What follows belongs to an exercise in optimizing a design on an open flow for small area; a production flow would make more cautious choices. Only simulation tests tie the RTL to the original design; equivalence was not proved.

==> module conway_cell, before the edit <==
module conway_cell(ld, st, hd, state_0, state_q, s0, k, v0, v1, state_d);
input wire ld, st, hd, state_0, state_q;
input wire s0, k, v0, v1;
output logic state_d;
logic nxt;
assign nxt = s0 ? ((v0 ^ k) & ~v1) : (state_q & (v1 ? ~(v0 | k) : (v0 & k)));
assign state_d = (ld & state_0) | (st & nxt) | (hd & state_q);
endmodule
make LEC_CHECK=0 CAP_MARGIN=20 CORE_MARGIN=2 CORE_UTILIZATION=45 PLACE_DENSITY=0.6 SLEW_MARGIN=20 SYNTH_HIERARCHICAL=1 finish   # period 5.0 ns
run.sh (not shown) runs the stock make flow with config.mk's settings and CLKGATE_MAP_FILE= SYNTH_SCRIPT=/design/flow/synth_recipe.tcl, a recipe that flattens the netlist after the stock synthesis.
Then changed:
--- a/flow/design.v
+++ b/flow/design.v
@@ -6,15 +6,55 @@
 assign c_out = (a & b) | (a & c_in) | (b & c_in);
 endmodule
 `default_nettype wire
 `default_nettype none
+module gate_a21oi(a1, a2, b1, y);
+input wire a1, a2, b1;
+output logic y;
+assign y = ~((a1 & a2) | b1);
+endmodule
+module gate_o21ai(a1, a2, b1, y);
+input wire a1, a2, b1;
+output logic y;
+assign y = ~((a1 | a2) & b1);
+endmodule
+module gate_nand4b(a_n, b, c, d, y);
+input wire a_n, b, c, d;
+output logic y;
+assign y = ~(~a_n & b & c & d);
+endmodule
+module gate_o2111ai(a1, a2, b1, c1, d1, y);
+input wire a1, a2, b1, c1, d1;
+output logic y;
+assign y = ~((a1 | a2) & b1 & c1 & d1);
+endmodule
+module gate_o211ai(a1, a2, b1, c1, y);
+input wire a1, a2, b1, c1;
+output logic y;
+assign y = ~((a1 | a2) & b1 & c1);
+endmodule
+module gate_a22oi(a1, a2, b1, b2, y);
+input wire a1, a2, b1, b2;
+output logic y;
+assign y = ~((a1 & a2) | (b1 & b2));
+endmodule
+`default_nettype wire
+`default_nettype none
 module conway_cell(ld, st, hd, state_0, state_q, s0, k, v0, v1, state_d);
 input wire ld, st, hd, state_0, state_q;
 input wire s0, k, v0, v1;
 output logic state_d;
-logic nxt;
-assign nxt = s0 ? ((v0 ^ k) & ~v1) : (state_q & (v1 ? ~(v0 | k) : (v0 & k)));
-assign state_d = (ld & state_0) | (st & nxt) | (hd & state_q);
+logic n_kv_or_v1;    
+logic n_kv_and_v1;   
+logic n_four;        
+logic n_three;       
+logic n_hold_load;   
+gate_a21oi  g1 (.a1(k), .a2(v0), .b1(v1), .y(n_kv_or_v1));
+gate_o21ai  g2 (.a1(k), .a2(v0), .b1(v1), .y(n_kv_and_v1));
+gate_nand4b g3 (.a_n(s0), .b(n_kv_and_v1), .c(state_q), .d(st), .y(n_four));
+gate_o2111ai g4 (.a1(k), .a2(v0), .b1(s0), .c1(n_kv_or_v1), .d1(st), .y(n_three));
+gate_a22oi  g5 (.a1(hd), .a2(state_q), .b1(ld), .b2(state_0), .y(n_hold_load));
+gate_o211ai g6 (.a1(n_kv_or_v1), .a2(n_four), .b1(n_three), .c1(n_hold_load), .y(state_d));
 endmodule
 `default_nettype wire
 `default_nettype none
 module main(clk, rst, ena, state_0, cells);
=>
- The new run went through all stages and came out clean
- critical path depth does not change
- synthesized area goes down by 10%
- worst hold slack degrades by 0.057 ns
- non-clock buffer count goes up by 8
- core utilization goes up by 1.1 points
- register-to-register slack improves by 0.20 ns
- maximum frequency goes up by 1.3%
- first-iteration DRC count goes up by 25%
- die area goes down by 10%
- cell count goes down by 25%
- setup slack improves by 0.038 ns
- final area goes down by 8.8%

Setup of purple:
Another version of the RTL of main (not shown whole).
Size in the first run: roughly 2500 cells after synthesis, about 29000 sq um of cells after synthesis.
==> module gate_a21o, before the edit <==
module gate_a21o(a1, a2, b1, y);
input wire a1, a2, b1;
output logic y;
assign y = (a1 & a2) | b1;
endmodule
==> module conway_cell, before the edit <==
module conway_cell(ld, n_st, hd, state_0, state_q, n0, kk, w0, w1, state_d);
parameter bit has_w1 = 1'b1;
input wire ld, n_st, hd, state_0, state_q;
input wire n0, kk, w0, w1;
output logic state_d;
logic not_two_st;    
logic n_step;        
logic n_hold_load;   
if (has_w1) begin : g_w1
  gate_a211oi g1 (.a1(kk), .a2(w0), .b1(w1), .c1(n_st), .y(not_two_st));
end else begin : g_no_w1
  gate_a21oi g1 (.a1(kk), .a2(w0), .b1(n_st), .y(not_two_st));
end
gate_o221ai g2 (.a1(kk), .a2(w0), .b1(n0), .b2(state_q), .c1(not_two_st), .y(n_step));
gate_a22oi g3 (.a1(hd), .a2(state_q), .b1(ld), .b2(state_0), .y(n_hold_load));
gate_nand2 g4 (.a(n_step), .b(n_hold_load), .y(state_d));
endmodule
==> module main, before the edit <==
module main(clk, rst, ena, state_0, cells);
parameter N = 16;
input wire clk;
input wire rst;
input wire ena;
input wire [N*N-1:0] state_0;
output logic [N*N-1:0] cells;
logic [N*N-1:0] p0, p1, t0, t1;
logic [N*N-1:0] n0, kk, w0, w1;
logic [N*N-1:0] nxt;
logic ld, n_st, hd;
assign ld = rst;
assign n_st = rst | ~ena;
assign hd = ~rst & ~ena;
genvar x, y;
generate
  for (y = 0; y < N; y = y + 1) begin : g_row
    for (x = 0; x < N; x = x + 1) begin : g_col
      localparam int I = N*y + x;
      if (y == 0) begin : g_top
        assign p0[I] = cells[I+N];
        assign p1[I] = 1'b0;
        half_adder vt (.a(cells[I+N]), .b(cells[I]), .sum(t0[I]), .c_out(t1[I]));
      end else if (y == N-1) begin : g_bot
        assign p0[I] = cells[I-N];
        assign p1[I] = 1'b0;
        half_adder vt (.a(cells[I-N]), .b(cells[I]), .sum(t0[I]), .c_out(t1[I]));
      end else begin : g_mid
        half_adder vp (.a(cells[I-N]), .b(cells[I+N]), .sum(p0[I]), .c_out(p1[I]));
        gate_xor2 vt0 (.a(p0[I]), .b(cells[I]), .y(t0[I]));
        gate_a21o vt1 (.a1(p0[I]), .a2(cells[I]), .b1(p1[I]), .y(t1[I]));
      end
      if (x == 0) begin : g_left
        half_adder h0 (.a(t0[I+1]), .b(p0[I]), .sum(n0[I]), .c_out(kk[I]));
        if (y == 0 || y == N-1) begin : g_corner
          assign w0[I] = t1[I+1];
          assign w1[I] = 1'b0;
        end else begin : g_edge
          half_adder h1 (.a(t1[I+1]), .b(p1[I]), .sum(w0[I]), .c_out(w1[I]));
        end
      end else if (x == N-1) begin : g_right
        half_adder h0 (.a(t0[I-1]), .b(p0[I]), .sum(n0[I]), .c_out(kk[I]));
        if (y == 0 || y == N-1) begin : g_corner
          assign w0[I] = t1[I-1];
          assign w1[I] = 1'b0;
        end else begin : g_edge
          half_adder h1 (.a(t1[I-1]), .b(p1[I]), .sum(w0[I]), .c_out(w1[I]));
        end
      end else begin : g_inner
        adder_1 h0 (.a(t0[I-1]), .b(p0[I]), .c_in(t0[I+1]), .sum(n0[I]), .c_out(kk[I]));
        if (y == 0 || y == N-1) begin : g_edge
          half_adder h1 (.a(t1[I-1]), .b(t1[I+1]), .sum(w0[I]), .c_out(w1[I]));
        end else begin : g_mid
          adder_1 h1 (.a(t1[I-1]), .b(p1[I]), .c_in(t1[I+1]), .sum(w0[I]), .c_out(w1[I]));
        end
      end
      conway_cell #(.has_w1((x > 0 && x < N-1) || (y > 0 && y < N-1)))
        rule (.ld(ld), .n_st(n_st), .hd(hd), .state_0(state_0[I]), .state_q(cells[I]),
              .n0(n0[I]), .kk(kk[I]), .w0(w0[I]), .w1(w1[I]), .state_d(nxt[I]));
    end
  end
endgenerate
always_ff @(posedge clk)
  cells <= nxt;
endmodule
==> flow/config.mk <==
export PLATFORM = sky130hd
export DESIGN_NAME = main
export DESIGN_NICKNAME = main
export VERILOG_FILES = /design/flow/design.v
export SDC_FILE = /design/flow/constraint.sdc
export NUM_CORES = 4
export LEC_CHECK = 0
export CAP_MARGIN = 0
export CORE_MARGIN = 2
export CORE_UTILIZATION = 70
export PLACE_DENSITY = 0.8
export SLEW_MARGIN = 0
export SYNTH_HIERARCHICAL = 1
==> flow/constraint.sdc <==
create_clock -name core_clock -period 5.0 [get_ports {clk}]
set_input_delay 1.0000 -clock core_clock [delete_from_list [all_inputs] [get_ports {clk}]]
set_output_delay 1.0000 -clock core_clock [all_outputs]
set_load 0.01 [all_outputs]
standard.sh (not shown) runs the stock make flow with config.mk's settings and CLKGATE_MAP_FILE= SYNTH_SCRIPT=/design/flow/synth_recipe.tcl, a recipe that flattens the netlist after the stock synthesis.
==> flow/flow/run.sh <==
#!/bin/bash
# Own flow: the standard layout, with three changes:
#  - after synthesis, every combinational cell gets its smallest drive strength
#    (flow/downsize.tcl); the resizer repairs slew, capacitance and timing later;
#  - the port buffers are sky130_fd_sc_hd__buf_1;
#  - clock tree synthesis without dummy loads.
set -euo pipefail
here=$(pwd)
bash standard.sh \
  "POST_SYNTH_TCL=$here/flow/downsize.tcl" \
  "BUFFER_PORTS_ARGS=-buffer_cell sky130_fd_sc_hd__buf_1" \
  "CTS_ARGS=-sink_clustering_enable -repair_clock_nets -dont_use_dummy_load -buf_list sky130_fd_sc_hd__clkbuf_4 -sink_clustering_size 8 -sink_clustering_max_diameter 40" \
  finish > "$here/standard_flow.log" 2>&1
==> flow/flow/downsize.tcl <==
# Post-synthesis hook: give every combinational cell the smallest drive
# strength of its function (the resizer repairs slew and timing later).
# Sequential cells keep the cell the standard synthesis gave them.
set db [ord::get_db]
set block [ord::get_db_block]
set n 0
foreach inst [$block getInsts] {
  set m [$inst getMaster]
  set name [$m getName]
  if { ![regexp {^(sky130_fd_sc_hd__[a-z0-9]+)_([0-9]+)$} $name -> base drive] } { continue }
  if { [regexp {^sky130_fd_sc_hd__(df|edf|sdf|sedf|dl|clkbuf|conb|tap|fill|decap)} $base] } { continue }
  set best $m
  set best_area [expr { [$m getWidth] * [$m getHeight] }]
  foreach d {0 1 2} {
    set cand [$db findMaster "${base}_$d"]
    if { $cand eq "NULL" || $cand eq "" } { continue }
    set a [expr { [$cand getWidth] * [$cand getHeight] }]
    if { $a < $best_area } { set best $cand; set best_area $a }
  }
  if { $best ne $m } {
    $inst swapMaster $best
    incr n
  }
}
puts "downsize: $n cells given a smaller drive strength"
The flow did not stop early for purple: all stages ran, and the layout cleared the timing, design-rule and antenna checks.
### purple -> blue
--- a/flow/design.v
+++ b/flow/design.v
@@ -15,12 +15,22 @@
 input wire a, b;
 output logic y;
 assign y = a ^ b;
 endmodule
-module gate_a21o(a1, a2, b1, y);
-input wire a1, a2, b1;
+module gate_or3(a, b, c, y);
+input wire a, b, c;
 output logic y;
-assign y = (a1 & a2) | b1;
+assign y = a | b | c;
+endmodule
+module gate_maj3(a, b, c, y);
+input wire a, b, c;
+output logic y;
+assign y = (a & b) | (a & c) | (b & c);
+endmodule
+module gate_a211o(a1, a2, b1, c1, y);
+input wire a1, a2, b1, c1;
+output logic y;
+assign y = (a1 & a2) | b1 | c1;
 endmodule
 module gate_a21oi(a1, a2, b1, y);
 input wire a1, a2, b1;
 output logic y;
@@ -49,15 +59,18 @@
 `default_nettype wire
 `default_nettype none
 module conway_cell(ld, n_st, hd, state_0, state_q, n0, kk, w0, w1, state_d);
 parameter bit has_w1 = 1'b1;
+parameter bit has_st = 1'b1;
 input wire ld, n_st, hd, state_0, state_q;
 input wire n0, kk, w0, w1;
 output logic state_d;
 logic not_two_st;    
 logic n_step;        
 logic n_hold_load;   
-if (has_w1) begin : g_w1
+if (!has_st) begin : g_no_st
+  gate_a21oi g1 (.a1(kk), .a2(w0), .b1(w1), .y(not_two_st));
+end else if (has_w1) begin : g_w1
   gate_a211oi g1 (.a1(kk), .a2(w0), .b1(w1), .c1(n_st), .y(not_two_st));
 end else begin : g_no_w1
   gate_a21oi g1 (.a1(kk), .a2(w0), .b1(n_st), .y(not_two_st));
 end
@@ -96,9 +109,9 @@
         half_adder vt (.a(cells[I-N]), .b(cells[I]), .sum(t0[I]), .c_out(t1[I]));
       end else begin : g_mid
         half_adder vp (.a(cells[I-N]), .b(cells[I+N]), .sum(p0[I]), .c_out(p1[I]));
         gate_xor2 vt0 (.a(p0[I]), .b(cells[I]), .y(t0[I]));
-        gate_a21o vt1 (.a1(p0[I]), .a2(cells[I]), .b1(p1[I]), .y(t1[I]));
+        gate_a211o vt1 (.a1(p0[I]), .a2(cells[I]), .b1(p1[I]), .c1(n_st), .y(t1[I]));
       end
       if (x == 0) begin : g_left
         half_adder h0 (.a(t0[I+1]), .b(p0[I]), .sum(n0[I]), .c_out(kk[I]));
         if (y == 0 || y == N-1) begin : g_corner
@@ -119,12 +132,14 @@
         adder_1 h0 (.a(t0[I-1]), .b(p0[I]), .c_in(t0[I+1]), .sum(n0[I]), .c_out(kk[I]));
         if (y == 0 || y == N-1) begin : g_edge
           half_adder h1 (.a(t1[I-1]), .b(t1[I+1]), .sum(w0[I]), .c_out(w1[I]));
         end else begin : g_mid
-          adder_1 h1 (.a(t1[I-1]), .b(p1[I]), .c_in(t1[I+1]), .sum(w0[I]), .c_out(w1[I]));
+          gate_or3 h1o (.a(t1[I-1]), .b(p1[I]), .c(t1[I+1]), .y(w0[I]));
+          gate_maj3 h1m (.a(t1[I-1]), .b(p1[I]), .c(t1[I+1]), .y(w1[I]));
         end
       end
-      conway_cell #(.has_w1((x > 0 && x < N-1) || (y > 0 && y < N-1)))
+      conway_cell #(.has_w1((x > 0 && x < N-1) || (y > 0 && y < N-1)),
+                    .has_st(!(x > 0 && x < N-1 && y > 0 && y < N-1)))
         rule (.ld(ld), .n_st(n_st), .hd(hd), .state_0(state_0[I]), .state_q(cells[I]),
               .n0(n0[I]), .kk(kk[I]), .w0(w0[I]), .w1(w1[I]), .state_d(nxt[I]));
     end
   end
### Flow results
On final wirelength, blue does worse than purple. Going from purple to blue, total inserted antenna cells up 5; total via count after detailed routing up 9.3%; slew at the pin closest to its max-slew limit down 0.26 ns. Compared blue vs purple, and post-synthesis instance area is down in blue.

The RTL this note starts from:
==> flow/design.v <==
`default_nettype none
module adder_1(a, b, c_in, sum, c_out);
input wire a, b, c_in;
output logic sum, c_out;
assign sum = a ^ b ^ c_in;
assign c_out = (a & b) | (a & c_in) | (b & c_in);
endmodule
module half_adder(a, b, sum, c_out);
input wire a, b;
output logic sum, c_out;
assign sum = a ^ b;
assign c_out = a & b;
endmodule
module gate_xor2(a, b, y);
input wire a, b;
output logic y;
assign y = a ^ b;
endmodule
module gate_or3(a, b, c, y);
input wire a, b, c;
output logic y;
assign y = a | b | c;
endmodule
module gate_maj3(a, b, c, y);
input wire a, b, c;
output logic y;
assign y = (a & b) | (a & c) | (b & c);
endmodule
module gate_a21o(a1, a2, b1, y);
input wire a1, a2, b1;
output logic y;
assign y = (a1 & a2) | b1;
endmodule
module gate_a21oi(a1, a2, b1, y);
input wire a1, a2, b1;
output logic y;
assign y = ~((a1 & a2) | b1);
endmodule
module gate_a211oi(a1, a2, b1, c1, y);
input wire a1, a2, b1, c1;
output logic y;
assign y = ~((a1 & a2) | b1 | c1);
endmodule
module gate_o221ai(a1, a2, b1, b2, c1, y);
input wire a1, a2, b1, b2, c1;
output logic y;
assign y = ~((a1 | a2) & (b1 | b2) & c1);
endmodule
module gate_nand2(a, b, y);
input wire a, b;
output logic y;
assign y = ~(a & b);
endmodule
module gate_a22oi(a1, a2, b1, b2, y);
input wire a1, a2, b1, b2;
output logic y;
assign y = ~((a1 & a2) | (b1 & b2));
endmodule
`default_nettype wire
`default_nettype none
module conway_cell(ld, n_st, hd, state_0, state_q, n0, kk, w0, w1, state_d);
parameter bit has_w1 = 1'b1;
input wire ld, n_st, hd, state_0, state_q;
input wire n0, kk, w0, w1;
output logic state_d;
logic not_two_st;    
logic n_step;        
logic n_hold_load;   
if (has_w1) begin : g_w1
  gate_a211oi g1 (.a1(kk), .a2(w0), .b1(w1), .c1(n_st), .y(not_two_st));
end else begin : g_no_w1
  gate_a21oi g1 (.a1(kk), .a2(w0), .b1(n_st), .y(not_two_st));
end
gate_o221ai g2 (.a1(kk), .a2(w0), .b1(n0), .b2(state_q), .c1(not_two_st), .y(n_step));
gate_a22oi g3 (.a1(hd), .a2(state_q), .b1(ld), .b2(state_0), .y(n_hold_load));
gate_nand2 g4 (.a(n_step), .b(n_hold_load), .y(state_d));
endmodule
`default_nettype wire
`default_nettype none
module main(clk, rst, ena, state_0, cells);
parameter N = 16;
input wire clk;
input wire rst;
input wire ena;
input wire [N*N-1:0] state_0;
output logic [N*N-1:0] cells;
logic [N*N-1:0] p0, p1, t0, t1;
logic [N*N-1:0] n0, kk, w0, w1;
logic [N*N-1:0] nxt;
logic ld, n_st, hd;
assign ld = rst;
assign n_st = rst | ~ena;
assign hd = ~rst & ~ena;
genvar x, y;
generate
  for (y = 0; y < N; y = y + 1) begin : g_row
    for (x = 0; x < N; x = x + 1) begin : g_col
      localparam int I = N*y + x;
      if (y == 0) begin : g_top
        assign p0[I] = cells[I+N];
        assign p1[I] = 1'b0;
        half_adder vt (.a(cells[I+N]), .b(cells[I]), .sum(t0[I]), .c_out(t1[I]));
      end else if (y == N-1) begin : g_bot
        assign p0[I] = cells[I-N];
        assign p1[I] = 1'b0;
        half_adder vt (.a(cells[I-N]), .b(cells[I]), .sum(t0[I]), .c_out(t1[I]));
      end else begin : g_mid
        half_adder vp (.a(cells[I-N]), .b(cells[I+N]), .sum(p0[I]), .c_out(p1[I]));
        gate_xor2 vt0 (.a(p0[I]), .b(cells[I]), .y(t0[I]));
        gate_a21o vt1 (.a1(p0[I]), .a2(cells[I]), .b1(p1[I]), .y(t1[I]));
      end
      if (x == 0) begin : g_left
        half_adder h0 (.a(t0[I+1]), .b(p0[I]), .sum(n0[I]), .c_out(kk[I]));
        if (y == 0 || y == N-1) begin : g_corner
          assign w0[I] = t1[I+1];
          assign w1[I] = 1'b0;
        end else begin : g_edge
          half_adder h1 (.a(t1[I+1]), .b(p1[I]), .sum(w0[I]), .c_out(w1[I]));
        end
      end else if (x == N-1) begin : g_right
        half_adder h0 (.a(t0[I-1]), .b(p0[I]), .sum(n0[I]), .c_out(kk[I]));
        if (y == 0 || y == N-1) begin : g_corner
          assign w0[I] = t1[I-1];
          assign w1[I] = 1'b0;
        end else begin : g_edge
          half_adder h1 (.a(t1[I-1]), .b(p1[I]), .sum(w0[I]), .c_out(w1[I]));
        end
      end else begin : g_inner
        adder_1 h0 (.a(t0[I-1]), .b(p0[I]), .c_in(t0[I+1]), .sum(n0[I]), .c_out(kk[I]));
        if (y == 0 || y == N-1) begin : g_edge
          half_adder h1 (.a(t1[I-1]), .b(t1[I+1]), .sum(w0[I]), .c_out(w1[I]));
        end else begin : g_mid
          gate_or3 h1o (.a(t1[I-1]), .b(p1[I]), .c(t1[I+1]), .y(w0[I]));
          gate_maj3 h1m (.a(t1[I-1]), .b(p1[I]), .c(t1[I+1]), .y(w1[I]));
        end
      end
      conway_cell #(.has_w1((x > 0 && x < N-1) || (y > 0 && y < N-1)))
        rule (.ld(ld), .n_st(n_st), .hd(hd), .state_0(state_0[I]), .state_q(cells[I]),
              .n0(n0[I]), .kk(kk[I]), .w0(w0[I]), .w1(w1[I]), .state_d(nxt[I]));
    end
  end
endgenerate
always_ff @(posedge clk)
  cells <= nxt;
endmodule
`default_nettype wire
clock: 5.0 ns
lec_check: 0
cap_margin: 0
core_margin: 2
core_utilization: 70
place_density: 0.8
slew_margin: 0
synth_hierarchical: 1
==> flow/flow/run.sh <==
#!/bin/bash
# Own flow: the standard layout, with three changes:
#  - after synthesis, every combinational cell gets its smallest drive strength
#    (flow/downsize.tcl); the resizer repairs slew, capacitance and timing later;
#  - the port buffers are sky130_fd_sc_hd__buf_1;
#  - clock tree synthesis without dummy loads.
set -euo pipefail
here=$(pwd)
bash standard.sh \
  "POST_SYNTH_TCL=$here/flow/downsize.tcl" \
  "BUFFER_PORTS_ARGS=-buffer_cell sky130_fd_sc_hd__buf_1" \
  "CTS_ARGS=-sink_clustering_enable -repair_clock_nets -dont_use_dummy_load -buf_list sky130_fd_sc_hd__clkbuf_4 -sink_clustering_size 8 -sink_clustering_max_diameter 45" \
  finish > "$here/standard_flow.log" 2>&1
Scripts as last shown in full above: flow/flow/downsize.tcl
Change:
--- a/flow/design.v
+++ b/flow/design.v
@@ -24,14 +24,14 @@
 module gate_maj3(a, b, c, y);
 input wire a, b, c;
 output logic y;
 assign y = (a & b) | (a & c) | (b & c);
 endmodule
-module gate_a21o(a1, a2, b1, y);
-input wire a1, a2, b1;
+module gate_a211o(a1, a2, b1, c1, y);
+input wire a1, a2, b1, c1;
 output logic y;
-assign y = (a1 & a2) | b1;
+assign y = (a1 & a2) | b1 | c1;
 endmodule
 module gate_a21oi(a1, a2, b1, y);
 input wire a1, a2, b1;
 output logic y;
 assign y = ~((a1 & a2) | b1);
@@ -58,17 +58,20 @@
 endmodule
 `default_nettype wire
 `default_nettype none
 module conway_cell(ld, n_st, hd, state_0, state_q, n0, kk, w0, w1, state_d);
 parameter bit has_w1 = 1'b1;
+parameter bit has_st = 1'b1;
 input wire ld, n_st, hd, state_0, state_q;
 input wire n0, kk, w0, w1;
 output logic state_d;
 logic not_two_st;    
 logic n_step;        
 logic n_hold_load;   
-if (has_w1) begin : g_w1
+if (!has_st) begin : g_no_st
+  gate_a21oi g1 (.a1(kk), .a2(w0), .b1(w1), .y(not_two_st));
+end else if (has_w1) begin : g_w1
   gate_a211oi g1 (.a1(kk), .a2(w0), .b1(w1), .c1(n_st), .y(not_two_st));
 end else begin : g_no_w1
   gate_a21oi g1 (.a1(kk), .a2(w0), .b1(n_st), .y(not_two_st));
 end
 gate_o221ai g2 (.a1(kk), .a2(w0), .b1(n0), .b2(state_q), .c1(not_two_st), .y(n_step));
@@ -105,11 +108,11 @@
         assign p1[I] = 1'b0;
         half_adder vt (.a(cells[I-N]), .b(cells[I]), .sum(t0[I]), .c_out(t1[I]));
       end else begin : g_mid
         half_adder vp (.a(cells[I-N]), .b(cells[I+N]), .sum(p0[I]), .c_out(p1[I]));
         gate_xor2 vt0 (.a(p0[I]), .b(cells[I]), .y(t0[I]));
-        gate_a21o vt1 (.a1(p0[I]), .a2(cells[I]), .b1(p1[I]), .y(t1[I]));
+        gate_a211o vt1 (.a1(p0[I]), .a2(cells[I]), .b1(p1[I]), .c1(n_st), .y(t1[I]));
       end
       if (x == 0) begin : g_left
         half_adder h0 (.a(t0[I+1]), .b(p0[I]), .sum(n0[I]), .c_out(kk[I]));
         if (y == 0 || y == N-1) begin : g_corner
           assign w0[I] = t1[I+1];
@@ -132,11 +135,12 @@
         end else begin : g_mid
           gate_or3 h1o (.a(t1[I-1]), .b(p1[I]), .c(t1[I+1]), .y(w0[I]));
           gate_maj3 h1m (.a(t1[I-1]), .b(p1[I]), .c(t1[I+1]), .y(w1[I]));
         end
       end
-      conway_cell #(.has_w1((x > 0 && x < N-1) || (y > 0 && y < N-1)))
+      conway_cell #(.has_w1((x > 0 && x < N-1) || (y > 0 && y < N-1)),
+                    .has_st(!(x > 0 && x < N-1 && y > 0 && y < N-1)))
         rule (.ld(ld), .n_st(n_st), .hd(hd), .state_0(state_0[I]), .state_q(cells[I]),
               .n0(n0[I]), .kk(kk[I]), .w0(w0[I]), .w1(w1[I]), .state_d(nxt[I]));
     end
   end
 endgenerate
What happened: Routed wire length climbs by about 0.5%; non-clock buffer count rises by 3; count of clock-buffer cells in the layout drops by 2; area after synthesis falls by about 0.75%; hold slack loses 0.0058 ns; global-route usage rises by 1.4 points; flip-flop and latch count is unchanged; worst setup slack got worse by 0.18 ns.

==> separate check: timing with driven ports <==
How much do the figures lean on ideal ports? The routed layouts below were timed once more, with nothing changed but the port constraints. Step 1, drivers: a clkbuf_16 drives clk and a buf_2 each remaining input, both assumed. Step 2 moves the port delays by t, midway between the first and last clock arrival at a register: inputs arrive t later, outputs are due t later. That takes back most of the time a late clock gives input paths. Three values: ideal ports, drivers, drivers and shift; two values: the first two.
run | t, ns | setup WS [ns] | worst setup path at the end
the first run of note 1 | 0.639 | 1.969 / 1.900 / 2.002 | input to register
the second run of note 1 | 0.641 | 2.007 / 1.936 / 1.702 | input to register
purple | 0.893 | 2.259 / 2.204 / 1.679 | input to register
blue | 0.877 | 2.149 / 2.154 / 1.277 | input to register
the first run of note 3 | 0.837 | 2.336 / 2.280 / 1.701 | input to register
the second run of note 3 | 0.852 | 2.154 / 2.157 / 1.305 | input to register
After both steps every run listed still meets setup and hold. The setup slack of blue, which loses most, moves by +0.005 ns with the drivers and by -0.872 ns with both steps.
